Context: an optimization exercise on an open-source flow, tuned for small area and a short achievable clock period. The choices shown serve that exercise and are no tape-out recipe. The RTL was checked by simulation tests, not by an equivalence proof against the original design.

**flow/design.v**
```verilog
module Decoder (
input  wire [1:0] IN ,
output wire [3:0] OUT
);
assign OUT = 4'b0001 << IN;
endmodule
module ARITHMETIC_UNIT (
input  wire [15:0] A ,
input  wire [15:0] B ,
input  wire [3:0]  ALU_FUNC ,
input  wire        Arith_enable ,
input  wire        CMP_enable ,
output reg  [31:0] Arith_OUT ,
output wire [1:0]  CMP_OUT
);
wire sub = ALU_FUNC[0] | ALU_FUNC[3];
wire [15:0] s;
wire        co;
ADDSUB16 u_add (.A(A), .B(B), .sub(sub), .S(s), .CO(co));
CMP_UNIT u_cmp (.ge(co), .zero(~|s), .ALU_FUNC(ALU_FUNC[1:0]),
                .CMP_enable(CMP_enable), .CMP_OUT(CMP_OUT));
wire [31:0] p;
MUL16 u_mul (.A(A), .B(B), .P(p));
wire [15:0] q;
DIV16 u_div (.A(A), .B(B), .Q(q));
always @(*) begin
  Arith_OUT = 32'b0;
  if (Arith_enable)
    case (ALU_FUNC[1:0])
      2'b00: Arith_OUT = {15'b0, co, s};
      2'b01: Arith_OUT = {{16{~co}}, s};
      2'b10: Arith_OUT = p;
      default: Arith_OUT = {16'b0, q};
    endcase
end
endmodule
module ADDSUB16 (
input  wire [15:0] A ,
input  wire [15:0] B ,
input  wire        sub ,
output wire [15:0] S ,
output wire        CO
);
wire [15:0] b = B ^ {16{sub}};
wire [16:0] c;
assign c[0] = sub;
genvar j;
generate for (j = 0; j < 16; j = j + 1) begin : g_bit
  assign S[j]   = A[j] ^ b[j] ^ c[j];
  assign c[j+1] = (A[j] & b[j]) | (A[j] & c[j]) | (b[j] & c[j]);
end endgenerate
assign CO = c[16];
endmodule
module MUL16 (
input  wire [15:0] A ,
input  wire [15:0] B ,
output wire [31:0] P
);
wire [15:0] s [0:15];
wire [15:0] c [0:15];
assign s[0] = A & {16{B[0]}};
assign c[0] = 16'b0;
assign P[0] = s[0][0];
genvar j, k;
generate for (j = 1; j < 16; j = j + 1) begin : g_row
  for (k = 0; k < 16; k = k + 1) begin : g_cell
    wire x = A[k] & B[j];
    wire y = (k == 15) ? 1'b0 : s[j-1][(k == 15) ? 0 : k+1];
    wire z = c[j-1][k];
    assign s[j][k] = x ^ y ^ z;
    assign c[j][k] = (x & y) | (x & z) | (y & z);
  end
  assign P[j] = s[j][0];
end endgenerate
wire [16:0] fc;
assign fc[0] = 1'b0;
generate for (k = 0; k < 16; k = k + 1) begin : g_fin
  wire x = (k == 15) ? 1'b0 : s[15][(k == 15) ? 0 : k+1];
  wire y = c[15][k];
  assign P[16+k] = x ^ y ^ fc[k];
  assign fc[k+1] = (x & y) | (x & fc[k]) | (y & fc[k]);
end endgenerate
endmodule
module DIV16 (
input  wire [15:0] A ,
input  wire [15:0] B ,
output wire [15:0] Q
);
wire [16:0] bz;
assign bz[16] = 1'b1;
genvar i, j;
generate for (j = 15; j >= 1; j = j - 1) begin : g_bz
  assign bz[j] = bz[j+1] & ~B[j];
end endgenerate
assign bz[0] = 1'b0;
wire [15:0] rem [0:16];
assign rem[16] = 16'b0;
generate for (i = 15; i >= 0; i = i - 1) begin : g_row
  localparam W = 16 - i;
  wire [W-1:0] t;
  wire [15:0] tw = {rem[i+1][14:0], A[i]};
  assign t = tw[W-1:0];
  wire [W:0] c;
  wire [W-1:0] d;
  assign c[0] = 1'b1;
  for (j = 0; j < W; j = j + 1) begin : g_bit
    wire nb = ~B[j];
    assign d[j]   = t[j] ^ nb ^ c[j];
    assign c[j+1] = (t[j] & nb) | (t[j] & c[j]) | (nb & c[j]);
  end
  assign Q[i] = c[W] & bz[W];
  if (W < 16) begin : g_r
    assign rem[i] = {{(16-W){1'b0}}, Q[i] ? d : t};
  end else begin : g_r
    assign rem[i] = 16'b0;
  end
end endgenerate
endmodule
module LOGIC_UNIT (
input  wire [15:0] A ,
input  wire [15:0] B ,
input  wire [1:0]  ALU_FUNC ,
input  wire        Logic_enable ,
output wire [15:0] Logic_OUT
);
wire [15:0] r = (ALU_FUNC[0] ? (A | B) : (A & B)) ^ {16{ALU_FUNC[1]}};
assign Logic_OUT = Logic_enable ? r : 16'b0;
endmodule
module SHIFT_UNIT (
input  wire [15:0] A ,
input  wire [15:0] B ,
input  wire [1:0]  ALU_FUNC ,
input  wire        Shift_enable ,
output wire [15:0] Shift_OUT
);
wire [15:0] x = ALU_FUNC[1] ? B : A;
wire [15:0] r = ALU_FUNC[0] ? {x[14:0], 1'b0} : {1'b0, x[15:1]};
assign Shift_OUT = Shift_enable ? r : 16'b0;
endmodule
module CMP_UNIT (
input  wire       ge ,
input  wire       zero ,
input  wire [1:0] ALU_FUNC ,
input  wire       CMP_enable ,
output wire [1:0] CMP_OUT
);
wire eq = zero;
wire lt = ~ge;
wire gt = ge & ~zero;
reg [1:0] r;
always @(*)
  case (ALU_FUNC)
    2'b00: r = 2'b00;
    2'b01: r = {1'b0, eq};
    2'b10: r = {gt, 1'b0};
    default: r = {lt, lt};
  endcase
assign CMP_OUT = CMP_enable ? r : 2'b00;
endmodule
module ALU_TOP
#( parameter OP_DATA_WIDTH = 16 ,
             Arith_OUT_WIDTH = OP_DATA_WIDTH + OP_DATA_WIDTH ,
             Logic_OUT_WIDTH = OP_DATA_WIDTH ,
             Shift_OUT_WIDTH = OP_DATA_WIDTH ,
             CMP_OUT_WIDTH = 3
)
(
input  wire [OP_DATA_WIDTH-1:0]    A   ,
input  wire [OP_DATA_WIDTH-1:0]    B   ,
input  wire [3:0]                  ALU_FUNC ,
input  wire                        CLK ,
input  wire                        RST ,
output reg  [Arith_OUT_WIDTH-1:0]  Arith_OUT,
output wire                        Carry_OUT,
output reg                         Arith_Flag,
output reg  [Logic_OUT_WIDTH-1:0]  Logic_OUT,
output reg                         Logic_Flag,
output reg  [Shift_OUT_WIDTH-1:0]  Shift_OUT,
output reg                         Shift_Flag,
output wire [CMP_OUT_WIDTH-1:0]    CMP_OUT,
output reg                         CMP_Flag
);
wire CMP_enable, Shift_enable, Logic_enable, Arith_enable;
Decoder U0 (
.IN(ALU_FUNC[3:2]),
.OUT({Shift_enable,CMP_enable,Logic_enable,Arith_enable})
);
wire [31:0] arith_d;
wire [15:0] logic_d, shift_d;
wire [1:0]  cmp_d;
ARITHMETIC_UNIT U0_ARITHMETIC_UNIT (
.A(A), .B(B), .ALU_FUNC(ALU_FUNC), .Arith_enable(Arith_enable),
.CMP_enable(CMP_enable), .Arith_OUT(arith_d), .CMP_OUT(cmp_d)
);
LOGIC_UNIT U0_LOGIC_UNIT (
.A(A), .B(B), .ALU_FUNC(ALU_FUNC[1:0]), .Logic_enable(Logic_enable),
.Logic_OUT(logic_d)
);
SHIFT_UNIT U0_SHIFT_UNIT (
.A(A), .B(B), .ALU_FUNC(ALU_FUNC[1:0]), .Shift_enable(Shift_enable),
.Shift_OUT(shift_d)
);
reg [1:0] cmp_q;
always @(posedge CLK or negedge RST)
  if (!RST) begin
    Arith_OUT  <= 32'b0;
    Arith_Flag <= 1'b0;
    Logic_OUT  <= 16'b0;
    Logic_Flag <= 1'b0;
    Shift_OUT  <= 16'b0;
    Shift_Flag <= 1'b0;
    cmp_q      <= 2'b0;
    CMP_Flag   <= 1'b0;
  end else begin
    Arith_OUT  <= arith_d;
    Arith_Flag <= Arith_enable;
    Logic_OUT  <= logic_d;
    Logic_Flag <= Logic_enable;
    Shift_OUT  <= shift_d;
    Shift_Flag <= Shift_enable;
    cmp_q      <= cmp_d;
    CMP_Flag   <= CMP_enable;
  end
assign Carry_OUT = Arith_OUT[16];
assign CMP_OUT = {1'b0, cmp_q};
endmodule
```
**flow/run.sh**
```bash
#!/bin/bash
# synth_recipe.tcl (not shown) runs the flow's synth.tcl, then flattens the netlist and writes it again
# the make line also repeats each setting of config.mk as NAME=value (left out here)
make -C /OpenROAD-flow-scripts/flow DESIGN_CONFIG=/design/flow/config.mk WORK_HOME=/design/flow/orfs CLKGATE_MAP_FILE= SYNTH_SCRIPT=/design/flow/synth_recipe.tcl finish
```
**flow/config.mk**
```make
export PLATFORM = sky130hd
export DESIGN_NAME = ALU_TOP
export DESIGN_NICKNAME = ALU_TOP
export VERILOG_FILES = /design/flow/design.v
export SDC_FILE = /design/flow/constraint.sdc
export NUM_CORES = 4
export LEC_CHECK = 0
export ABC_AREA = 1
export CAP_MARGIN = 20
export CORE_MARGIN = 2
export CORE_UTILIZATION = 40
export SLEW_MARGIN = 20
```
**flow/constraint.sdc**
```tcl
create_clock -name core_clock -period 106.0 [get_ports {CLK}]
set_input_delay 21.2000 -clock core_clock [delete_from_list [all_inputs] [get_ports {CLK}]]
set_output_delay 21.2000 -clock core_clock [all_outputs]
set_load 0.01 [all_outputs]
```
==> results of run 1 <==
-- Yosys cell counts, types with 3 or more instances --
cell	n	area (sq um)
sky130_fd_sc_hd__buf_1	12	45.0
sky130_fd_sc_hd__nand2_2	11	68.8
sky130_fd_sc_hd__inv_1	397	1490
sky130_fd_sc_hd__buf_4	7	52.6
sky130_fd_sc_hd__clkbuf_8	10	138
sky130_fd_sc_hd__nand2_1	490	1840
sky130_fd_sc_hd__inv_2	6	22.5
sky130_fd_sc_hd__buf_2	5	25.0
sky130_fd_sc_hd__nor2_4	6	67.6
sky130_fd_sc_hd__a21oi_1	37	185
sky130_fd_sc_hd__nor2_2	4	25.0
sky130_fd_sc_hd__nor2_1	24	90.1
sky130_fd_sc_hd__clkbuf_1	55	206
sky130_fd_sc_hd__a211oi_1	14	105
sky130_fd_sc_hd__buf_6	10	113
sky130_fd_sc_hd__clkinv_1	3	11.3
sky130_fd_sc_hd__nand3_1	80	400
sky130_fd_sc_hd__o21ai_0	44	220
sky130_fd_sc_hd__dfrtp_1	70	1750
sky130_fd_sc_hd__o21ai_1	3	15.0
sky130_fd_sc_hd__or2_2	44	275
sky130_fd_sc_hd__ha_1	55	688
sky130_fd_sc_hd__xor2_1	24	210
sky130_fd_sc_hd__nand3_2	31	310
sky130_fd_sc_hd__and2_1	32	200
sky130_fd_sc_hd__nor4_1	3	18.8
sky130_fd_sc_hd__or2_1	6	37.5
sky130_fd_sc_hd__o22ai_1	26	163
sky130_fd_sc_hd__o21a_1	4	30.0
sky130_fd_sc_hd__fa_1	338	6770
sky130_fd_sc_hd__o211ai_1	3	22.5
sky130_fd_sc_hd__o21ai_2	8	70.1
-- flip-flops by register name, summed over array words and instances (netlist names) --
| name | flops |
|---|---|
| cmp_q | 2 |
| Shift_Flag | 1 |
| Arith_Flag | 1 |
| Shift_OUT | 16 |
| Logic_OUT | 16 |
| Arith_OUT | 32 |
| Logic_Flag | 1 |
| CMP_Flag | 1 |
-- routing by layer --
| metal | share of wire (%) | global-route usage (%) |
|---|---|---|
| met5 | 0 | 0 |
| met4 | 2.6 | 5.97 |
| met3 | 7.1 | 2.92 |
| met2 | 46 | 36.7 |
| met1 | 44 | 31.7 |
-- logic make-up after synthesis --
family	Yosys count
flops	70
buf+inv	505
other cells	1
fa+ha+maj	393
xor+xnor	24
simple gates	740
compound gates	146
-- final cells by class --
type,instances,share of cell area (%)
clock buffers,13,1.49
flip-flops and latches,70,10.0
multi-input cells,1304,68.4
repair buffers,141,7.37
clock inverters,3,0.244
inverters,406,8.73
well taps,518,3.71
-- stage by stage --
stage / util, % / hold WS [ns]
final: 45.0 / 20.98
after floorplan: - / 20.90
after global placement: 44.2 / 21.36
after global routing: 45.0 / 21.07
after CTS: 45.0 / 21.02
after detailed placement: 44.2 / 21.38
-- path summary, 6_finish.rpt --
kind	startpoint	end	cells past startpoint
max	B[11]	Arith_OUT[0]	201
min	RST	Arith_OUT[30]	1
max in group asynchronous	RST	Shift_OUT[9]	1
min in group core_clock	ALU_FUNC[1]	Logic_OUT[3]	3
==> results.py, run 1 <==
metrics = {
    "synth": {
        "synth_fp_nets": 2310,
        "avgSynthCellArea_sq_um": 8.41,
        "synth_simple_gate_area_share_pct": 21.6,
        "synth_seq_area_share_pct": 11.1,
        "share_of_flip_flops_with_an_asynchronous_set_or_reset_pct": 100,
        "main_combinational_cell_family_by_area_after_synthesis": "adder cells",
        "yosys.area_share.xor_xnor_pct": 1.33,
        "synth_fa_ha_area_share_pct": 47.2,
        "netlist_area_sq_mm": 0.0158,
        "synth_seq_cells": 70,
        "ys.warnings.count": 5,
        "muxShareOfSynthArea_pct": 0,
        "synth_compound_area_share_pct": 5.50,
        "synth-edff-count": 0,
        "netlist_instances": 1879,
        "synthDistinctLibCells": 45,
        "yosys_most_used_dff": "sky130_fd_sc_hd__dfrtp_1",
    },
    "critical_path": {
        "crit_family": "adder cells",
        "critical_path_class": "in -> reg",
        "critical_path_required_ns": 106.27,
        "worst_path_slowest_cell": "sky130_fd_sc_hd__nor2_2",
        "crit_path_max_incr_delay_ns": 0.53,
        "cp-start-kind": "input port",
        "worst-path-buf-inv": 19,
        "cp-end-kind": "flip-flop",
        "worst-path-max-fanout": 29,
        "critical_path.most_common_cell": "sky130_fd_sc_hd__fa_1",
        "critical_path_arrival_ns": 74.46,
    },
    "placed_design": {
        "dp_slack_ns": 31.70,
        "port_buffers": 108,
        "gp_congestion": 0.870,
        "placed_cell_area_sq_mm": 0.0172,
        "cells_after_dpl": 2439,
        "post_detail_place_hpwl_microns": 33800,
    },
    "final_layout": {
        "syn2layout_area_growth_pct": 10.5,
        "final_design_area_no_fill_sq_mm": 0.0175,
        "layout.cells.most_common_list": "sky130_fd_sc_hd__nand2_1, sky130_fd_sc_hd__inv_1, sky130_fd_sc_hd__fa_1",
        "drive_gt1_share_pct": 8.88,
        "register_area_sq_mm": 0.00175,
        "mostFrequentLayoutCell": "sky130_fd_sc_hd__nand2_1",
        "num_antenna_cells": 0,
        "layout_net_count": 2363,
        "multiInputGateArea_sq_mm": 0.0119,
        "post_layout_nonfiller_instances": 2455,
        "num-fill-cells": 3825,
    },
    "cts": {
        "post_cts_hold_buffer_count": 0,
        "ctsLongestPathBuffers": 2,
        "cts_resized": 0,
        "postCtsSetupRepairBufs": 0,
        "cts_tree": "yes",
        "worst_setup_hold_path_clk_slew_ns": 0.06,
        "cts_buffers": 9,
        "htree_levels": 3,
        "cts.root.buffer_cell": "sky130_fd_sc_hd__clkbuf_16",
        "tritoncts_num_sinks": 70,
    },
    "drt": {
        "drt_pre_antenna_iters": 6,
        "drt_first_iter_violations": 842,
        "avg_vias_per_cell": 4.99,
        "drc": 0,
        "total_routed_length_microns": 43800,
        "route.detailed.wl_per_inst_microns": 17.8,
        "routed-via-count": 12300,
        "postRouteAntennaNets": 0,
    },
    "grt": {
        "grt_overflow": 0,
        "initial_antenna_violation_count": 0,
        "grt_start_max_net_pins": 71,
        "grt_pass1_vias": 13000,
        "track_usage_pct": 22.5,
        "wire_length_of_the_first_global_routing_pass_microns": 71400,
    },
    "sta": {
        "setup_violations": 0,
        "drv_slew": 0,
        "finalSetupTns_ns": 0,
        "maxSlewHeadroom_pct": 34.4,
        "final.min_clock_period_ns": 74.18,
        "fmaxAchievable_mhz": 13.5,
        "setup_repair_after_global_routing_missed_its_margin": "false",
        "worstMarginPinSlew_ns": 0.985,
        "post-route-worst-setup-slack_ns": 31.82,
        "final.period_utilization_pct": 70.0,
        "hold_violation_total_from_the_final_report": 0,
    },
    "die": {
        "floorplan.rows": 72,
        "core_sq_mm": 0.0388,
        "fp.dieW_microns": 203,
        "die_area_sq_mm": 0.0411,
        "io_pins": 110,
        "starting_density_of_the_core_pct": 40.7,
        "die_y_microns": 203,
    },
    "run": {
        "drv.max_cap_violation_count": 0,
    },
    "min_path": {
        "hold_class": "in -> async",
    },
    "run_status": {
        "result_of_the_run": "no timing/DRC/antenna violations",
    },
}
==> run 2: changes to the inputs <==
--- a/flow/design.v
+++ b/flow/design.v
@@ -94,22 +94,30 @@
 end endgenerate
 assign bz[0] = 1'b0;
+wire [15:0] nb = ~B;
 wire [15:0] rem [0:16];
 assign rem[16] = 16'b0;
 generate for (i = 15; i >= 0; i = i - 1) begin : g_row
   localparam W = 16 - i;
-  wire [W-1:0] t;
   wire [15:0] tw = {rem[i+1][14:0], A[i]};
-  assign t = tw[W-1:0];
-  wire [W:0] c;
-  wire [W-1:0] d;
-  assign c[0] = 1'b1;
-  for (j = 0; j < W; j = j + 1) begin : g_bit
-    wire nb = ~B[j];
-    assign d[j]   = t[j] ^ nb ^ c[j];
-    assign c[j+1] = (t[j] & nb) | (t[j] & c[j]) | (nb & c[j]);
+  wire [W-1:0] t = tw[W-1:0];
+  reg  [W-1:0] g, p, d;
+  reg  [W:0]   c;
+  integer k, s;
+  always @(*) begin
+    p = t | nb[W-1:0];
+    g = t & nb[W-1:0];
+    g[0] = p[0];                   
+    for (s = 1; s < W; s = s * 2)
+      for (k = 0; k < W; k = k + 1)
+        if ((k & s) != 0) begin
+          g[k] = g[k] | (p[k] & g[(k & ~(2*s-1)) + s - 1]);
+          p[k] = p[k] & p[(k & ~(2*s-1)) + s - 1];
+        end
+    c = {g, 1'b1};                 
+    d = B[W-1:0] ~^ c[W-1:0];
   end
   assign Q[i] = c[W] & bz[W];
   if (W < 16) begin : g_r
-    assign rem[i] = {{(16-W){1'b0}}, Q[i] ? d : t};
+    assign rem[i] = {{(16-W){1'b0}}, t ^ ({W{Q[i]}} & d)};
   end else begin : g_r
     assign rem[i] = 16'b0;
==> run 2 against run 1 <==
  * Worst setup slack gained 36 ns
  * Clock-buffer cell count shrank 3
  * Final cell count grew 46%
==> results.py, run 2 <==
metrics = {
    "final_layout": {
        "syn2layout_area_growth_pct": 7.24,
        "layout_net_count": 3266,
        "max_reg_flops": 32,
        "post_layout_nonfiller_instances": 3590,
        "num_antenna_cells": 0,
        "reg_top3": "Arith_OUT (32), Logic_OUT (16), Shift_OUT (16)",
        "layout.cells.most_common_list": "sky130_fd_sc_hd__nand2_1, sky130_fd_sc_hd__inv_1, sky130_fd_sc_hd__nand3_1",
        "largest-register": "Arith_OUT",
        "final_design_area_no_fill_sq_mm": 0.0206,
        "mostFrequentLayoutCell": "sky130_fd_sc_hd__nand2_1",
        "drive_gt1_share_pct": 9.48,
    },
    "cts": {
        "cts.root.buffer_cell": "sky130_fd_sc_hd__clkbuf_16",
        "tritoncts_num_sinks": 70,
        "cts_buffers": 9,
        "cts_tree": "yes",
        "cts_resized": 0,
        "post_cts_hold_buffer_count": 0,
        "ctsLongestPathBuffers": 2,
        "postCtsSetupRepairBufs": 0,
        "worst_setup_hold_path_clk_slew_ns": 0.06,
        "htree_levels": 3,
    },
    "die": {
        "core_sq_mm": 0.0475,
        "fp.dieW_microns": 223,
        "io_pins": 110,
        "die_area_sq_mm": 0.0498,
        "floorplan.rows": 80,
        "starting_density_of_the_core_pct": 40.4,
        "die_y_microns": 223,
    },
    "sta": {
        "hold_violation_total_from_the_final_report": 0,
        "final.min_clock_period_ns": 37.73,
        "worstMarginPinSlew_ns": 0.976,
        "fmaxAchievable_mhz": 26.5,
        "drv_slew": 0,
        "final.period_utilization_pct": 35.6,
        "finalSetupTns_ns": 0,
        "setup_violations": 0,
        "maxSlewHeadroom_pct": 34.9,
        "setup_repair_after_global_routing_missed_its_margin": "false",
    },
    "placed_design": {
        "placed_cell_area_sq_mm": 0.0203,
        "post_detail_place_hpwl_microns": 44200,
        "port_buffers": 108,
        "cells_after_dpl": 3573,
        "gp_congestion": 0.895,
    },
    "grt": {
        "wire_length_of_the_first_global_routing_pass_microns": 98200,
        "grt_pass1_vias": 19200,
        "grt_start_max_net_pins": 71,
        "initial_antenna_violation_count": 0,
        "track_usage_pct": 24.5,
        "grt_overflow": 0,
    },
    "critical_path": {
        "crit_path_max_incr_delay_ns": 0.71,
        "worst-path-max-fanout": 24,
        "critical_path_required_ns": 106.22,
        "worst_path_slowest_cell": "sky130_fd_sc_hd__nor2_2",
        "critical_path_arrival_ns": 37.94,
        "critical_path_class": "in -> reg",
        "critical_path.most_common_cell": "sky130_fd_sc_hd__nand2_1",
        "cp-start-kind": "input port",
        "cp-end-kind": "flip-flop",
    },
    "run": {
        "drv.max_cap_violation_count": 0,
    },
    "synth": {
        "synth_fp_nets": 3247,
        "most_repeated_cell_in_the_gate_level_netlist_after_synthesis": "sky130_fd_sc_hd__nand2_1",
        "synth_seq_cells": 70,
        "synth_compound_area_share_pct": 6.27,
        "synth_simple_gate_area_share_pct": 39.1,
        "ys.warnings.count": 5,
        "synth_seq_area_share_pct": 9.11,
        "yosys_most_used_dff": "sky130_fd_sc_hd__dfrtp_1",
        "synth_common_cells": "sky130_fd_sc_hd__nand2_1, sky130_fd_sc_hd__inv_1, sky130_fd_sc_hd__nand3_1",
        "share_of_flip_flops_with_an_asynchronous_set_or_reset_pct": 100,
        "netlist_instances": 2951,
        "netlist.top_cell.by_area": "sky130_fd_sc_hd__fa_1",
        "synthDistinctLibCells": 62,
        "muxShareOfSynthArea_pct": 0,
        "main_combinational_cell_family_by_area_after_synthesis": "simple AND/OR/NAND/NOR gates",
        "avgSynthCellArea_sq_um": 6.52,
        "yosys.area_share.xor_xnor_pct": 2.28,
        "synth_fa_ha_area_share_pct": 26.1,
        "synth-edff-count": 0,
        "netlist_area_sq_mm": 0.0192,
        "yosysTopAreaCellShare_pct": 24.9,
        "synth.top_cells.by_area": "sky130_fd_sc_hd__fa_1, sky130_fd_sc_hd__nand2_1, sky130_fd_sc_hd__inv_1",
    },
    "drt": {
        "drt_first_iter_violations": 1163,
        "routed-via-count": 18600,
        "drc": 0,
        "total_routed_length_microns": 58700,
        "m1WireLength_microns": 24100,
        "wl_met3_microns": 2160,
        "drt_pre_antenna_iters": 6,
        "avg_vias_per_cell": 5.19,
        "wl_met2_microns": 29400,
        "route.detailed.wl_per_inst_microns": 16.3,
        "postRouteAntennaNets": 0,
        "dr.max_layer_used": "met4",
    },
    "min_path": {
        "hold_class": "in -> async",
    },
    "run_status": {
        "result_of_the_run": "no timing/DRC/antenna violations",
    },
}
## run 2: per-stage QoR
stage	utilization, %	worst slack, ns	hold slack [ns]
5_1_grt	43.4	66.13	21.09
3_3_place_gp	42.8	68.66	21.40
6_report	43.4	68.27	21.01
2_1_floorplan	-	70.90	20.90
3_5_place_dp	42.8	68.13	21.41
4_1_cts	43.3	68.49	21.05
## run 2: worst max-delay path by stage
| stage | start | to | slack (ns) | cells after the start |
|---|---|---|---|---|
| 2_1_floorplan | B[1] | Arith_OUT[30] | 70.90 | 45 |
| 3_3_place_gp | B[15] | Arith_OUT[0] | 68.66 | 134 |
| 5_1_grt | B[15] | Arith_OUT[0] | 66.13 | 132 |
| 3_5_place_dp | B[15] | Arith_OUT[0] | 68.13 | 136 |
| 6_report | B[15] | Arith_OUT[0] | 68.27 | 136 |
| 4_1_cts | B[15] | Arith_OUT[0] | 68.49 | 138 |
## run 2: per-layer routing
layer | vias to the layer above | track usage (%)
li1 | 8981 | -
met1 | 9002 | 29.0
met2 | 473 | 44.9
met3 | 163 | 1.70
met4 | 0 | 12.0
met5 | - | 0
## run 2: layout make-up
type | instances | area (sq um)
fillers | 4903 | 26900
multi-input cells | 2149 | 14200
inverters | 589 | 2260
flip-flops and latches | 70 | 1750
repair buffers | 151 | 1370
well taps | 615 | 769
clock buffers | 10 | 229
clock inverters | 6 | 45.0
## run 2: cell families after synthesis
family          Yosys count
xor+xnor                 50
compound gates          194
buf+inv                 732
fa+ha+maj               258
simple gates           1646
other cells               1
flops                    70
## run 2: worst max-delay path: cells and delay by family
kind	cells	cell delay (ns)
AND/OR/NAND/NOR	119	13.75
buffers and inverters	10	1.27
AO/OA/AOI/OAI	7	1.65
==> run 3: changes to the inputs <==
--- a/flow/design.v
+++ b/flow/design.v
@@ -51,34 +51,4 @@
 end endgenerate
 assign CO = c[16];
-endmodule
-module MUL16 (
-input  wire [15:0] A ,
-input  wire [15:0] B ,
-output wire [31:0] P
-);
-wire [15:0] s [0:15];
-wire [15:0] c [0:15];
-assign s[0] = A & {16{B[0]}};
-assign c[0] = 16'b0;
-assign P[0] = s[0][0];
-genvar j, k;
-generate for (j = 1; j < 16; j = j + 1) begin : g_row
-  for (k = 0; k < 16; k = k + 1) begin : g_cell
-    wire x = A[k] & B[j];
-    wire y = (k == 15) ? 1'b0 : s[j-1][(k == 15) ? 0 : k+1];
-    wire z = c[j-1][k];
-    assign s[j][k] = x ^ y ^ z;
-    assign c[j][k] = (x & y) | (x & z) | (y & z);
-  end
-  assign P[j] = s[j][0];
-end endgenerate
-wire [16:0] fc;
-assign fc[0] = 1'b0;
-generate for (k = 0; k < 16; k = k + 1) begin : g_fin
-  wire x = (k == 15) ? 1'b0 : s[15][(k == 15) ? 0 : k+1];
-  wire y = c[15][k];
-  assign P[16+k] = x ^ y ^ fc[k];
-  assign fc[k+1] = (x & y) | (x & fc[k]) | (y & fc[k]);
-end endgenerate
 endmodule
 module DIV16 (
@@ -125,4 +95,26 @@
 end endgenerate
 endmodule
+module MUL16 (
+input  wire [15:0] A ,
+input  wire [15:0] B ,
+output wire [31:0] P
+);
+wire [15:0] s [0:15];
+wire [15:0] c [0:15];
+assign s[0] = A & {16{B[0]}};
+assign c[0] = 16'b0;
+assign P[0] = s[0][0];
+genvar j, k;
+generate for (j = 1; j < 16; j = j + 1) begin : g_row
+  for (k = 0; k < 16; k = k + 1) begin : g_cell
+    wire x = A[k] & B[j];
+    wire y = (k == 15) ? 1'b0 : s[j-1][(k == 15) ? 0 : k+1];
+    wire z = c[j-1][k];
+    assign {c[j][k], s[j][k]} = x + y + z;
+  end
+  assign P[j] = s[j][0];
+end endgenerate
+assign P[31:16] = {1'b0, s[15][15:1]} + c[15];
+endmodule
 module LOGIC_UNIT (
 input  wire [15:0] A ,
--- a/flow/config.mk
+++ b/flow/config.mk
@@ -9,4 +9,5 @@
 export CAP_MARGIN = 20
 export CORE_MARGIN = 2
-export CORE_UTILIZATION = 40
+export CORE_UTILIZATION = 70
+export PLACE_DENSITY = 0.85
 export SLEW_MARGIN = 20
==> run 3 against run 2 <==
  * Fmax hardly changed
  * Worst setup slack worse by 0.032 ns
  * Non-clock buffer count is 9 lower
  * Hold slack better by 0.0044 ns
  * Synthesized cell count is 4.0% lower
  * Critical path type unchanged
  * Still clean
  * Final cell count is 11% lower
==> results.py, run 3 <==
metrics = {
    "run_status": {
        "result_of_the_run": "no timing/DRC/antenna violations",
    },
    "die": {
        "die_area_sq_mm": 0.0289,
        "fp.dieW_microns": 170,
        "io_pins": 110,
        "die_y_microns": 170,
        "core_sq_mm": 0.0270,
        "floorplan.rows": 60,
        "starting_density_of_the_core_pct": 71.4,
    },
    "sta": {
        "final.period_utilization_pct": 35.6,
        "setup_repair_after_global_routing_missed_its_margin": "false",
        "final.min_clock_period_ns": 37.76,
        "post-route-worst-setup-slack_ns": 68.24,
        "fmaxAchievable_mhz": 26.5,
        "worst_hold_margin_ns": 21.02,
        "hold_violation_total_from_the_final_report": 0,
        "worstMarginPinSlew_ns": 1.16,
        "finalSetupTns_ns": 0,
        "maxSlewHeadroom_pct": 22.5,
        "drv_slew": 0,
        "setup_violations": 0,
    },
    "critical_path": {
        "crit_path_max_incr_delay_ns": 0.74,
        "cp-start-kind": "input port",
        "critical_path_class": "in -> reg",
        "critical_path.most_common_cell": "sky130_fd_sc_hd__nand2_1",
        "critical_path_required_ns": 106.28,
        "cp-end-kind": "flip-flop",
        "worst_path_slowest_cell": "sky130_fd_sc_hd__nor2_2",
        "critical_path_arrival_ns": 38.04,
        "worst-path-max-fanout": 22,
    },
    "final_layout": {
        "largest-register": "Arith_OUT",
        "mostFrequentLayoutCell": "sky130_fd_sc_hd__nand2_1",
        "drive_gt1_share_pct": 12.1,
        "reg_top3": "Arith_OUT (32), Logic_OUT (16), Shift_OUT (16)",
        "num_antenna_cells": 0,
        "layout.core_utilization_pct": 74.4,
        "num-fill-cells": 2199,
        "multiInputGateArea_sq_mm": 0.0147,
        "syn2layout_area_growth_pct": 4.17,
        "final_design_area_no_fill_sq_mm": 0.0201,
        "layout_net_count": 3136,
        "max_reg_flops": 32,
        "register_area_sq_mm": 0.00175,
        "post_layout_nonfiller_instances": 3184,
        "layout.cells.most_common_list": "sky130_fd_sc_hd__nand2_1, sky130_fd_sc_hd__inv_1, sky130_fd_sc_hd__nand3_1",
    },
    "cts": {
        "worst_setup_hold_path_clk_slew_ns": 0.06,
        "postCtsSetupRepairBufs": 0,
        "cts_buffers": 9,
        "cts_resized": 0,
        "cts_tree": "yes",
        "tritoncts_num_sinks": 70,
        "cts.root.buffer_cell": "sky130_fd_sc_hd__clkbuf_16",
        "htree_levels": 3,
        "post_cts_hold_buffer_count": 0,
        "ctsLongestPathBuffers": 2,
    },
    "placed_design": {
        "placed_cell_area_sq_mm": 0.0198,
        "post_detail_place_hpwl_microns": 44000,
        "gp_congestion": 0.960,
        "dp_slack_ns": 68.36,
        "port_buffers": 108,
        "cells_after_dpl": 3169,
    },
    "grt": {
        "initial_antenna_violation_count": 2,
        "grt_pass1_vias": 19100,
        "wire_length_of_the_first_global_routing_pass_microns": 96900,
        "grt_overflow": 0,
        "grt_start_max_net_pins": 71,
        "track_usage_pct": 43.2,
    },
    "synth": {
        "ys.warnings.count": 5,
        "synthDistinctLibCells": 67,
        "synth_seq_cells": 70,
        "most_repeated_cell_in_the_gate_level_netlist_after_synthesis": "sky130_fd_sc_hd__nand2_1",
        "share_of_flip_flops_with_an_asynchronous_set_or_reset_pct": 100,
        "netlist_area_sq_mm": 0.0193,
        "synth_fp_nets": 3129,
        "synth.top_cells.by_area": "sky130_fd_sc_hd__fa_1, sky130_fd_sc_hd__nand2_1, sky130_fd_sc_hd__dfrtp_1",
        "synth_seq_area_share_pct": 9.08,
        "yosysTopAreaCellShare_pct": 23.4,
        "yosys_most_used_dff": "sky130_fd_sc_hd__dfrtp_1",
        "netlist.top_cell.by_area": "sky130_fd_sc_hd__fa_1",
        "synth-edff-count": 0,
        "avgSynthCellArea_sq_um": 6.82,
        "synth_common_cells": "sky130_fd_sc_hd__nand2_1, sky130_fd_sc_hd__inv_1, sky130_fd_sc_hd__nand3_1",
        "netlist_instances": 2832,
    },
    "drt": {
        "drt_pre_antenna_iters": 8,
        "route.detailed.wl_per_inst_microns": 19.0,
        "avg_vias_per_cell": 6.07,
        "routed-via-count": 19300,
        "drt_first_iter_violations": 2085,
        "postRouteAntennaNets": 0,
        "drc": 0,
        "total_routed_length_microns": 60400,
    },
    "min_path": {
        "hold_class": "in -> async",
    },
    "run": {
        "drv.max_cap_violation_count": 0,
    },
}
-- run 3: cell count changes after synthesis, moves of 12 or more --
cell | before | now
sky130_fd_sc_hd__nor2_1 | 134 | 166
sky130_fd_sc_hd__fa_1 | 239 | 226
sky130_fd_sc_hd__nand3_2 | 22 | 37
sky130_fd_sc_hd__nand2_2 | 70 | 126
sky130_fd_sc_hd__buf_1 | 18 | 6
sky130_fd_sc_hd__ha_1 | 19 | 33
sky130_fd_sc_hd__inv_1 | 541 | 349
sky130_fd_sc_hd__o21ai_0 | 60 | 81
sky130_fd_sc_hd__nand2_1 | 972 | 909
sky130_fd_sc_hd__clkbuf_8 | 6 | 30
-- run 3: metal layers --
| layer | vias up | share of wire [%] | GRT usage, % |
|---|---|---|---|
| li1 | 8822 | - | - |
| met1 | 9085 | 37 | 53.0 |
| met2 | 1126 | 46 | 70.4 |
| met3 | 290 | 11 | 8.16 |
| met4 | 2 | 7.0 | 27.4 |
| met5 | - | 0.018 | 0 |
-- run 3: worst max-delay path: cells and delay by family --
family / cells / cell delay [ns]
simple gates: 114 / 14.01
compound gates: 6 / 1.30
buf+inv: 9 / 1.16
xor+xnor: 1 / 0.33
-- run 3: how the worst max path moves through the flow --
stage	from	to	slack [ns]	depth (start not counted)
after floorplan	B[14]	Arith_OUT[0]	72.94	137
after global placement	B[14]	Arith_OUT[0]	69.04	131
after detailed placement	B[14]	Arith_OUT[0]	68.36	130
after CTS	B[15]	Arith_OUT[0]	68.68	130
after global routing	B[14]	Arith_OUT[0]	66.51	127
final	B[14]	Arith_OUT[0]	68.24	130
-- run 3: layout make-up --
class                   instances  area share [%]
clock buffers                  10            1.19
clock inverters                 5           0.405
inverters                     400            7.76
multi-input cells            2216            73.3
flip-flops and latches         70            8.71
well taps                     341            2.12
repair buffers                142            6.51
-- run 3: logic make-up (layout without fill, tap and decap cells) --
| family | after synthesis | after routing | share of synthesized area, % |
|---|---|---|---|
| and+or+nand+nor | 1679 | 1679 | 41.2 |
| AOI/OAI and AO/OA | 223 | 223 | 7.14 |
| buffers and inverters | 546 | 557 | 14.6 |
| xor gates and xnor gates | 54 | 54 | 2.45 |
| DFF | 70 | 70 | 9.08 |
| other | 1 | 1 | 0.0194 |
| adders and majority gates | 259 | 259 | 25.6 |
==> run 4: changes to the inputs <==
--- a/flow/config.mk
+++ b/flow/config.mk
@@ -9,5 +9,4 @@
 export CAP_MARGIN = 20
 export CORE_MARGIN = 2
-export CORE_UTILIZATION = 70
-export PLACE_DENSITY = 0.85
+export CORE_UTILIZATION = 40
 export SLEW_MARGIN = 20
==> run 4 against run 3 <==
  * Routed wire length is 0.79% higher
  * Clock-buffer cell count is 1 lower
  * Via count is 4.4% lower
  * Synthesized cell count stayed put
  * Largest cell class unchanged
  * Global-route usage is 18 points lower
  * Non-clock buffer count is 7 higher
  * Core utilization is 31 points lower
  * Fmax is 1.7% lower
==> results.py, run 4 <==
metrics = {
    "run_status": {
        "result_of_the_run": "no timing/DRC/antenna violations",
    },
    "grt": {
        "initial_antenna_violation_count": 2,
        "grt_pass1_vias": 18600,
        "grt.met2_usage_pct": 42.1,
        "grt_use_met3_pct": 2.77,
        "grt_overflow": 0,
        "use_met1_pct": 32.6,
        "track_usage_pct": 24.9,
        "wire_length_of_the_first_global_routing_pass_microns": 98300,
        "globalRoute.busiestLayer": "met2",
        "grt_start_max_net_pins": 71,
    },
    "critical_path": {
        "critical_path_arrival_ns": 38.66,
        "critical_path_required_ns": 106.26,
        "critical_path.most_common_cell": "sky130_fd_sc_hd__nand2_1",
        "worst-path-max-fanout": 22,
        "crit_path_max_incr_delay_ns": 0.94,
        "critical_path_class": "in -> reg",
        "cp-start-kind": "input port",
        "cp-end-kind": "flip-flop",
        "worst_path_slowest_cell": "sky130_fd_sc_hd__clkdlybuf4s50_1",
    },
    "min_path": {
        "hold_class": "in -> async",
    },
    "drt": {
        "route.detailed.wl_per_inst_microns": 17.6,
        "total_routed_length_microns": 60900,
        "routed-via-count": 18500,
        "drt_first_iter_violations": 1311,
        "avg_vias_per_cell": 5.33,
        "drc": 0,
        "drt_pre_antenna_iters": 5,
        "postRouteAntennaNets": 0,
    },
    "die": {
        "io_pins": 110,
        "starting_density_of_the_core_pct": 40.5,
        "core_sq_mm": 0.0476,
        "die_y_microns": 224,
        "floorplan.rows": 80,
        "die_area_sq_mm": 0.0500,
        "fp.dieW_microns": 224,
    },
    "final_layout": {
        "post_layout_nonfiller_instances": 3467,
        "layout.cells.most_common_list": "sky130_fd_sc_hd__nand2_1, sky130_fd_sc_hd__inv_1, sky130_fd_sc_hd__nand3_1",
        "layout_net_count": 3143,
        "drive_gt1_share_pct": 12.5,
        "layout.core_utilization_pct": 43.0,
        "reg_top3": "Arith_OUT (32), Logic_OUT (16), Shift_OUT (16)",
        "max_reg_flops": 32,
        "final_design_area_no_fill_sq_mm": 0.0205,
        "largest-register": "Arith_OUT",
        "mostFrequentLayoutCell": "sky130_fd_sc_hd__nand2_1",
        "syn2layout_area_growth_pct": 6.19,
    },
    "sta": {
        "setup_repair_after_global_routing_missed_its_margin": "false",
        "maxSlewHeadroom_pct": 28.1,
        "worst_hold_margin_ns": 20.84,
        "hold_violation_total_from_the_final_report": 0,
        "setup_violations": 0,
        "final.min_clock_period_ns": 38.40,
        "worstMarginPinSlew_ns": 1.07,
        "finalSetupTns_ns": 0,
        "drv_slew": 0,
        "final.period_utilization_pct": 36.2,
        "fmaxAchievable_mhz": 26.0,
    },
    "cts": {
        "tritoncts_num_sinks": 70,
        "cts_tree": "yes",
        "cts_buffers": 9,
        "post_cts_hold_buffer_count": 0,
        "postCtsSetupRepairBufs": 0,
        "htree_levels": 3,
        "cts_resized": 0,
        "cts.root.buffer_cell": "sky130_fd_sc_hd__clkbuf_16",
        "ctsLongestPathBuffers": 2,
        "worst_setup_hold_path_clk_slew_ns": 0.07,
    },
    "synth": {
        "synth_seq_area_share_pct": 9.08,
        "share_of_flip_flops_with_an_asynchronous_set_or_reset_pct": 100,
        "yosysTopAreaCellShare_pct": 23.4,
        "synthDistinctLibCells": 67,
        "synth_fp_nets": 3129,
        "yosys_most_used_dff": "sky130_fd_sc_hd__dfrtp_1",
        "avgSynthCellArea_sq_um": 6.82,
        "synth_seq_cells": 70,
        "ys.warnings.count": 5,
        "netlist_instances": 2832,
        "synth-edff-count": 0,
        "synth_common_cells": "sky130_fd_sc_hd__nand2_1, sky130_fd_sc_hd__inv_1, sky130_fd_sc_hd__nand3_1",
        "netlist_area_sq_mm": 0.0193,
        "synth.top_cells.by_area": "sky130_fd_sc_hd__fa_1, sky130_fd_sc_hd__nand2_1, sky130_fd_sc_hd__dfrtp_1",
        "most_repeated_cell_in_the_gate_level_netlist_after_synthesis": "sky130_fd_sc_hd__nand2_1",
        "netlist.top_cell.by_area": "sky130_fd_sc_hd__fa_1",
    },
    "placed_design": {
        "placed_cell_area_sq_mm": 0.0202,
        "cells_after_dpl": 3450,
        "port_buffers": 108,
        "gp_congestion": 0.905,
        "post_detail_place_hpwl_microns": 46100,
    },
    "run": {
        "drv.max_cap_violation_count": 0,
    },
}
run 4: cell counts after synthesis:
Identical to the previous run, type by type.
run 4: logic make-up after synthesis:
group,count (synthesis),synth area share [%]
other cells,1,0.0194
simple gates,1679,41.2
flops,70,9.08
fa+ha+maj,259,25.6
xor+xnor,54,2.45
buf+inv,546,14.6
compound gates,223,7.14
run 4: layer usage:
| layer | wire length (microns) | up-vias | part of all wire (%) |
|---|---|---|---|
| met5 | 22 | - | 0.036 |
| met4 | 2070 | 4 | 3.4 |
| met3 | 3920 | 126 | 6.4 |
| met2 | 28400 | 621 | 47 |
| met1 | 26500 | 8884 | 43 |
| li1 | - | 8844 | - |
run 4: path summary, 6_finish.rpt:
| path | start | endpoint | slack (ns) |
|---|---|---|---|
| max | B[14] | Arith_OUT[0] | 67.60 |
| min | RST | Logic_OUT[6] | 20.84 |
| max in group asynchronous | RST | Arith_OUT[5] | 84.61 |
| min in group core_clock | ALU_FUNC[1] | Logic_OUT[11] | 21.43 |
run 4: layout make-up:
type,count,area [sq um]
Sequential cell,70,1750
Fill cell,5051,27100
Timing Repair Buffer,149,1350
Inverter,400,1560
Tap cell,615,769
Antenna cell,1,2.50
Clock inverter,7,98.8
Clock buffer,9,225
Multi-Input combinational cell,2216,14700
run 4: through the flow:
stage                     setup slack (ns)
after detailed placement             67.47
after global placement               68.11
final                                67.60
after CTS                            67.85
after global routing                 65.38
after floorplan                      72.94
run 4: critical path: cells and delay by family:
family | cells | cell delay, ns
AOI/OAI and AO/OA | 7 | 1.61
buffers and inverters | 5 | 1.20
xor gates and xnor gates | 1 | 0.31
and+or+nand+nor | 111 | 14.28
==> run 5: changes to the inputs <==
--- a/flow/design.v
+++ b/flow/design.v
@@ -57,4 +57,73 @@
 output wire [15:0] Q
 );
+function automatic [5:0] topq (input [5:0] x);
+  case (x)
+    6'd0: topq = 6'd56;
+    6'd1: topq = 6'd0;
+    6'd2: topq = 6'd0;
+    6'd3: topq = 6'd0;
+    6'd4: topq = 6'd0;
+    6'd5: topq = 6'd0;
+    6'd6: topq = 6'd0;
+    6'd7: topq = 6'd0;
+    6'd8: topq = 6'd57;
+    6'd9: topq = 6'd8;
+    6'd10: topq = 6'd1;
+    6'd11: topq = 6'd1;
+    6'd12: topq = 6'd1;
+    6'd13: topq = 6'd1;
+    6'd14: topq = 6'd1;
+    6'd15: topq = 6'd1;
+    6'd16: topq = 6'd58;
+    6'd17: topq = 6'd16;
+    6'd18: topq = 6'd8;
+    6'd19: topq = 6'd2;
+    6'd20: topq = 6'd2;
+    6'd21: topq = 6'd2;
+    6'd22: topq = 6'd2;
+    6'd23: topq = 6'd2;
+    6'd24: topq = 6'd59;
+    6'd25: topq = 6'd24;
+    6'd26: topq = 6'd9;
+    6'd27: topq = 6'd8;
+    6'd28: topq = 6'd3;
+    6'd29: topq = 6'd3;
+    6'd30: topq = 6'd3;
+    6'd31: topq = 6'd3;
+    6'd32: topq = 6'd60;
+    6'd33: topq = 6'd32;
+    6'd34: topq = 6'd16;
+    6'd35: topq = 6'd9;
+    6'd36: topq = 6'd8;
+    6'd37: topq = 6'd4;
+    6'd38: topq = 6'd4;
+    6'd39: topq = 6'd4;
+    6'd40: topq = 6'd61;
+    6'd41: topq = 6'd40;
+    6'd42: topq = 6'd17;
+    6'd43: topq = 6'd10;
+    6'd44: topq = 6'd9;
+    6'd45: topq = 6'd8;
+    6'd46: topq = 6'd5;
+    6'd47: topq = 6'd5;
+    6'd48: topq = 6'd62;
+    6'd49: topq = 6'd48;
+    6'd50: topq = 6'd24;
+    6'd51: topq = 6'd16;
+    6'd52: topq = 6'd10;
+    6'd53: topq = 6'd9;
+    6'd54: topq = 6'd8;
+    6'd55: topq = 6'd6;
+    6'd56: topq = 6'd63;
+    6'd57: topq = 6'd56;
+    6'd58: topq = 6'd25;
+    6'd59: topq = 6'd17;
+    6'd60: topq = 6'd11;
+    6'd61: topq = 6'd10;
+    6'd62: topq = 6'd9;
+    6'd63: topq = 6'd8;
+    default: topq = 6'd0;
+  endcase
+endfunction
 wire [16:0] bz;
 assign bz[16] = 1'b1;
@@ -66,6 +135,8 @@
 wire [15:0] nb = ~B;
 wire [15:0] rem [0:16];
-assign rem[16] = 16'b0;
-generate for (i = 15; i >= 0; i = i - 1) begin : g_row
+wire [5:0] tq = topq({A[15:13], B[2:0]});
+assign Q[15:13] = bz[3] ? tq[5:3] : 3'd0;
+assign rem[13] = {13'b0, bz[3] ? tq[2:0] : A[15:13]};
+generate for (i = 12; i >= 0; i = i - 1) begin : g_row
   localparam W = 16 - i;
   wire [15:0] tw = {rem[i+1][14:0], A[i]};
--- a/flow/config.mk
+++ b/flow/config.mk
@@ -7,6 +7,7 @@
 export LEC_CHECK = 0
 export ABC_AREA = 1
-export CAP_MARGIN = 20
+export CAP_MARGIN = 70
 export CORE_MARGIN = 2
-export CORE_UTILIZATION = 40
-export SLEW_MARGIN = 20
+export CORE_UTILIZATION = 70
+export PLACE_DENSITY = 0.85
+export SLEW_MARGIN = 70
==> run 5 against run 4 <==
  * Fmax rose by 5.5%
  * Synthesized cell count rose by 0.95%
  * Non-clock buffer count rose by 1
  * Via count rose by 9.7%
  * First-iteration DRC count rose by 110%
  * Sequential share of layout area rose by 0.26 points
  * Clock-buffer cell count rose by 1
  * Core utilization rose by 34 points
  * Die area fell by 45%
==> results.py, run 5 <==
metrics = {
    "run_status": {
        "result_of_the_run": "no timing/DRC/antenna violations",
    },
    "drt": {
        "avg_vias_per_cell": 6.31,
        "drc": 0,
        "total_routed_length_microns": 63800,
        "drt_pre_antenna_iters": 9,
        "drt_first_iter_violations": 2690,
        "route.detailed.wl_per_inst_microns": 19.9,
        "postRouteAntennaNets": 0,
        "routed-via-count": 20300,
    },
    "grt": {
        "grt_overflow": 0,
        "track_usage_pct": 45.9,
        "wire_length_of_the_first_global_routing_pass_microns": 101000,
        "grt_start_max_net_pins": 47,
        "initial_antenna_violation_count": 1,
        "grt_pass1_vias": 19900,
    },
    "critical_path": {
        "critical_path_class": "in -> reg",
        "critical_path_required_ns": 106.29,
        "worst_path_slowest_cell": "sky130_fd_sc_hd__clkdlybuf4s50_1",
        "crit_path_max_incr_delay_ns": 0.40,
        "worst-path-max-fanout": 25,
        "critical_path_arrival_ns": 36.67,
        "critical_path.most_common_cell": "sky130_fd_sc_hd__nand2_1",
        "cp-end-kind": "flip-flop",
        "cp-start-kind": "input port",
    },
    "cts": {
        "worst_setup_hold_path_clk_slew_ns": 0.07,
        "cts_buffers": 9,
        "htree_levels": 3,
        "cts.root.buffer_cell": "sky130_fd_sc_hd__clkbuf_16",
        "post_cts_hold_buffer_count": 0,
        "postCtsSetupRepairBufs": 0,
        "cts_resized": 0,
        "cts_tree": "yes",
        "tritoncts_num_sinks": 70,
        "ctsLongestPathBuffers": 2,
    },
    "synth": {
        "synth_seq_area_share_pct": 9.50,
        "synth.top_cells.by_area": "sky130_fd_sc_hd__fa_1, sky130_fd_sc_hd__nand2_1, sky130_fd_sc_hd__dfrtp_1",
        "synth_common_cells": "sky130_fd_sc_hd__nand2_1, sky130_fd_sc_hd__inv_1, sky130_fd_sc_hd__nand3_1",
        "ys.warnings.count": 5,
        "netlist_area_sq_mm": 0.0184,
        "share_of_flip_flops_with_an_asynchronous_set_or_reset_pct": 100,
        "synthDistinctLibCells": 63,
        "avgSynthCellArea_sq_um": 6.45,
        "yosysTopAreaCellShare_pct": 24.5,
        "netlist.top_cell.by_area": "sky130_fd_sc_hd__fa_1",
        "synth_seq_cells": 70,
        "synth_fp_nets": 3162,
        "yosys_most_used_dff": "sky130_fd_sc_hd__dfrtp_1",
        "netlist_instances": 2859,
        "most_repeated_cell_in_the_gate_level_netlist_after_synthesis": "sky130_fd_sc_hd__nand2_1",
        "synth-edff-count": 0,
    },
    "sta": {
        "final.min_clock_period_ns": 36.38,
        "setup_violations": 0,
        "fmaxAchievable_mhz": 27.5,
        "finalSetupTns_ns": 0,
        "setup_repair_after_global_routing_missed_its_margin": "false",
        "hold_violation_total_from_the_final_report": 0,
        "drv_slew": 0,
        "final.period_utilization_pct": 34.3,
    },
    "final_layout": {
        "num-fill-cells": 1972,
        "reg_top3": "Arith_OUT (32), Logic_OUT (16), Shift_OUT (16)",
        "drive_gt1_share_pct": 8.41,
        "layout.core_utilization_pct": 76.5,
        "layout_net_count": 3175,
        "mostFrequentLayoutCell": "sky130_fd_sc_hd__nand2_1",
        "syn2layout_area_growth_pct": 7.89,
        "largest-register": "Arith_OUT",
        "layout.cells.most_common_list": "sky130_fd_sc_hd__nand2_1, sky130_fd_sc_hd__inv_1, sky130_fd_sc_hd__nand3_1",
        "max_reg_flops": 32,
        "num_antenna_cells": 0,
    },
    "die": {
        "core_sq_mm": 0.0260,
        "die_y_microns": 166,
        "fp.dieW_microns": 166,
        "starting_density_of_the_core_pct": 71.0,
        "die_area_sq_mm": 0.0277,
        "floorplan.rows": 59,
        "io_pins": 110,
    },
    "placed_design": {
        "post_detail_place_hpwl_microns": 44400,
        "port_buffers": 108,
        "gp_congestion": 1.00,
    },
    "min_path": {
        "hold_class": "in -> async",
    },
    "run": {
        "drv.max_cap_violation_count": 0,
    },
}
[run 5: cell count changes in the layout (fill, tap and decap cells not counted), sizes merged, moves of 4 or more]
cell / delta
nand2: +23
o21ai: +5
bufinv: -4
nand4: +8
xor2: -4
clkinv: -6
nand3b: +7
inv: +8
nor2: -19
nand3: -10
ha: +6
[run 5: worst max-delay path by stage]
stage	depth (start not counted)	to	slack, ns	from
floorplan	130	Arith_OUT[0]	73.37	B[0]
global placement	122	Arith_OUT[0]	69.47	B[12]
detailed placement	122	Arith_OUT[0]	69.66	B[12]
CTS	122	Arith_OUT[0]	70.01	B[12]
global route	127	Arith_OUT[0]	68.18	B[11]
finish	123	Arith_OUT[0]	69.62	B[11]
[run 5: routing by layer]
| layer | vias up | wire length [microns] | global-route usage (%) | share of wire, % |
|---|---|---|---|---|
| met3 | 443 | 8660 | 11.2 | 14 |
| met5 | - | 13 | 0 | 0.020 |
| met4 | 2 | 5220 | 30.7 | 8.2 |
| met1 | 9392 | 21400 | 55.7 | 34 |
| li1 | 8946 | - | - | - |
| met2 | 1482 | 28400 | 73.0 | 45 |
[run 5: cell families after synthesis]
family / synth area share (%)
compound gates: 7.54
other cells: 0.0203
xor+xnor: 2.38
fa+ha+maj: 27.2
flops: 9.50
buf+inv: 12.6
simple gates: 40.8
[run 5: stage by stage]
| step | hold WS [ns] | area [sq um] | instances | worst slack [ns] |
|---|---|---|---|---|
| detailed placement | 21.04 | 19600 | 3195 | 69.66 |
| global placement | 21.38 | 19400 | 3191 | 69.47 |
| finish | 20.67 | 19900 | 3212 | 69.62 |
| CTS | 20.66 | 19800 | 3211 | 70.01 |
| global route | 20.67 | 19900 | 3212 | 68.18 |
| floorplan | 20.90 | 18400 | 2859 | 73.37 |
[run 5: cell type report]
class / instances / area [sq um] / area share, %
clock inverter: 6 / 45.0 / 0.226
multi-input combinational: 2240 / 14400 / 72.5
clock buffer: 10 / 239 / 1.20
sequential: 70 / 1750 / 8.81
inverter: 401 / 1550 / 7.77
tap: 335 / 419 / 2.11
timing repair buffer: 150 / 1480 / 7.42
[run 5: worst max-delay path: cells and delay by family]
family | cells | cell delay (ns)
simple gates | 108 | 12.60
compound gates | 8 | 1.55
buf+inv | 7 | 1.28
==> run 6: changes to the inputs <==
--- a/flow/config.mk
+++ b/flow/config.mk
@@ -7,7 +7,8 @@
 export LEC_CHECK = 0
 export ABC_AREA = 1
-export CAP_MARGIN = 70
+export CAP_MARGIN = 20
 export CORE_MARGIN = 2
 export CORE_UTILIZATION = 70
+export GPL_TIMING_DRIVEN = 0
 export PLACE_DENSITY = 0.85
-export SLEW_MARGIN = 70
+export SLEW_MARGIN = 20
==> run 6 against run 5 <==
  * Hold slack better by 0.070 ns
  * Routed wire length down 3.8%
  * Worst setup slack worse by 0.32 ns
  * Critical path type unchanged
  * Highest routed layer unchanged
==> results.py, run 6 <==
metrics = {
    "synth": {
        "synth_simple_gate_area_share_pct": 40.8,
        "synth.top_cells.by_area": "sky130_fd_sc_hd__fa_1, sky130_fd_sc_hd__nand2_1, sky130_fd_sc_hd__dfrtp_1",
        "ys.warnings.count": 5,
        "synth_compound_area_share_pct": 7.54,
        "yosys_most_used_dff": "sky130_fd_sc_hd__dfrtp_1",
        "synth-edff-count": 0,
        "avgSynthCellArea_sq_um": 6.45,
        "synth_fa_ha_area_share_pct": 27.2,
        "synthDistinctLibCells": 63,
        "main_combinational_cell_family_by_area_after_synthesis": "simple AND/OR/NAND/NOR gates",
        "most_repeated_cell_in_the_gate_level_netlist_after_synthesis": "sky130_fd_sc_hd__nand2_1",
        "yosys.area_share.xor_xnor_pct": 2.38,
        "yosysTopAreaCellShare_pct": 24.5,
        "synth_seq_area_share_pct": 9.50,
        "synth_fp_nets": 3162,
        "share_of_flip_flops_with_an_asynchronous_set_or_reset_pct": 100,
        "netlist_instances": 2859,
        "synth_common_cells": "sky130_fd_sc_hd__nand2_1, sky130_fd_sc_hd__inv_1, sky130_fd_sc_hd__nand3_1",
        "synth_seq_cells": 70,
        "netlist.top_cell.by_area": "sky130_fd_sc_hd__fa_1",
        "netlist_area_sq_mm": 0.0184,
        "muxShareOfSynthArea_pct": 0,
    },
    "drt": {
        "drt_pre_antenna_iters": 8,
        "postRouteAntennaNets": 0,
        "avg_vias_per_cell": 6.12,
        "drc": 0,
        "total_routed_length_microns": 61300,
        "route.detailed.wl_per_inst_microns": 18.5,
        "routed-via-count": 20200,
        "drt_first_iter_violations": 2268,
    },
    "critical_path": {
        "worst_path_slowest_cell": "sky130_fd_sc_hd__clkdlybuf4s50_1",
        "worst-path-max-fanout": 12,
        "critical_path_class": "in -> reg",
        "critical_path.most_common_cell": "sky130_fd_sc_hd__nand2_1",
        "cp-start-kind": "input port",
        "crit_family": "simple AND/OR/NAND/NOR gates",
        "cp-end-kind": "flip-flop",
        "crit_path_max_incr_delay_ns": 0.89,
        "critical_path_arrival_ns": 36.92,
        "worst-path-buf-inv": 11,
        "critical_path_required_ns": 106.22,
    },
    "final_layout": {
        "mostFrequentLayoutCell": "sky130_fd_sc_hd__nand2_1",
        "multiInputGateArea_sq_mm": 0.0144,
        "layout_net_count": 3273,
        "register_area_sq_mm": 0.00175,
        "layout.cells.most_common_list": "sky130_fd_sc_hd__nand2_1, sky130_fd_sc_hd__inv_1, sky130_fd_sc_hd__nand3_1",
        "drive_gt1_share_pct": 7.76,
        "num_antenna_cells": 0,
        "largest-register": "Arith_OUT",
        "max_reg_flops": 32,
        "num-fill-cells": 2069,
        "syn2layout_area_growth_pct": 9.46,
        "reg_top3": "Arith_OUT (32), Logic_OUT (16), Shift_OUT (16)",
    },
    "cts": {
        "cts.root.buffer_cell": "sky130_fd_sc_hd__clkbuf_16",
        "worst_setup_hold_path_clk_slew_ns": 0.07,
        "tritoncts_num_sinks": 70,
        "cts_resized": 0,
        "post_cts_hold_buffer_count": 0,
        "cts_buffers": 9,
        "cts_tree": "yes",
        "postCtsSetupRepairBufs": 0,
        "ctsLongestPathBuffers": 2,
        "htree_levels": 3,
    },
    "sta": {
        "hold_violation_total_from_the_final_report": 0,
        "post-route-worst-setup-slack_ns": 69.31,
        "finalSetupTns_ns": 0,
        "maxSlewHeadroom_pct": 27.8,
        "final.min_clock_period_ns": 36.69,
        "final.period_utilization_pct": 34.6,
        "drv_slew": 0,
        "setup_violations": 0,
        "setup_repair_after_global_routing_missed_its_margin": "false",
        "worstMarginPinSlew_ns": 1.08,
        "fmaxAchievable_mhz": 27.3,
    },
    "die": {
        "die_area_sq_mm": 0.0277,
        "die_y_microns": 166,
        "fp.dieW_microns": 166,
        "core_sq_mm": 0.0260,
        "io_pins": 110,
        "floorplan.rows": 59,
        "starting_density_of_the_core_pct": 71.0,
    },
    "placed_design": {
        "gp_congestion": 0.983,
        "post_detail_place_hpwl_microns": 49300,
        "port_buffers": 99,
        "dp_slack_ns": 69.56,
    },
    "grt": {
        "track_usage_pct": 44.3,
        "wire_length_of_the_first_global_routing_pass_microns": 97800,
        "grt_overflow": 0,
        "grt_start_max_net_pins": 54,
        "initial_antenna_violation_count": 1,
        "grt_pass1_vias": 20000,
    },
    "run_status": {
        "result_of_the_run": "no timing/DRC/antenna violations",
    },
    "min_path": {
        "hold_class": "in -> async",
    },
    "run": {
        "drv.max_cap_violation_count": 0,
    },
}
## run 6: area by class of cell
class / instances / share of cell area (%)
multi-input cells: 2240 / 71.2
plain buffers: 148 / 3.94
flip-flops and latches: 70 / 8.68
repair buffers: 100 / 5.03
clock buffers: 10 / 1.18
clock inverters: 6 / 0.347
well taps: 335 / 2.08
inverters: 401 / 7.56
## run 6: final timing paths
path / startpoint / slack [ns] / endpoint / depth (start not counted)
setup / recovery: B[0] / 69.31 / Arith_OUT[0] / 120
min in group core_clock: A[15] / 21.45 / Arith_OUT[13] / 5
max in group asynchronous: RST / 84.70 / Arith_OUT[13] / 2
hold / removal: RST / 20.74 / Arith_OUT[25] / 1
## run 6: per-layer routing
layer  wire length (microns)  global-route usage (%)
met1                   21800                    52.6
met2                   28800                    75.0
met3                    6290                    7.65
met4                    4450                    27.7
met5                       9                       0
## run 6: cells by family (layout without fill, tap and decap cells)
kind of cell	after synthesis	after routing
simple gates	1694	1694
buf+inv	549	665
fa+ha+maj	265	265
compound gates	230	230
flops	70	70
xor+xnor	50	50
other cells	1	1
## run 6: stage by stage
| step | hold WS (ns) | area [sq um] | std cells | utilization [%] |
|---|---|---|---|---|
| 2_1_floorplan | 20.90 | 18400 | 2859 | - |
| 3_3_place_gp | 21.77 | 19800 | 3293 | 76.4 |
| 3_5_place_dp | 21.12 | 19900 | 3294 | 76.5 |
| 4_1_cts | 20.74 | 20200 | 3310 | 77.7 |
| 5_1_grt | 20.75 | 20200 | 3310 | 77.7 |
| 6_report | 20.74 | 20200 | 3310 | 77.7 |

==> afterwards: timing with drivers on the ports <==
In the flow no input, the clock included, has a driving cell. The finished layouts below were timed again as built, in two steps. Step 1 assumes that a clkbuf_16 drives the clock port and a buf_2 every other input. Step 2 adds t to the input delays and takes it off the output delays; t is the mean of the earliest and latest rising clock arrival at the registers after step 1. Input paths then give back, and output paths get back, about the clock's delay inside the block. Slacks: no drivers / after step 1 / after step 2; pairs: no drivers / after step 1.
run	t, ns	setup WS [ns]	worst setup path at the end	slew at the worst register clock pin (ns)
run 1	0.382	31.816 / 31.841 / 31.459	input to register	0.06 / 0.06
run 2	0.387	68.274 / 68.299 / 67.912	input to register	0.08 / 0.08
run 3	0.393	68.242 / 68.224 / 67.831	input to register	0.07 / 0.07
run 4	0.435	67.605 / 67.624 / 67.189	input to register	0.08 / 0.08
run 5	0.397	69.620 / 69.641 / 69.244	input to register	0.07 / 0.07
run 6	0.394	69.305 / 69.312 / 68.918	input to register	0.07 / 0.07
After both steps every run listed still meets setup and hold. For run 4, which loses most, drivers alone change the setup slack by +0.019 ns; drivers and shift together by -0.416 ns.
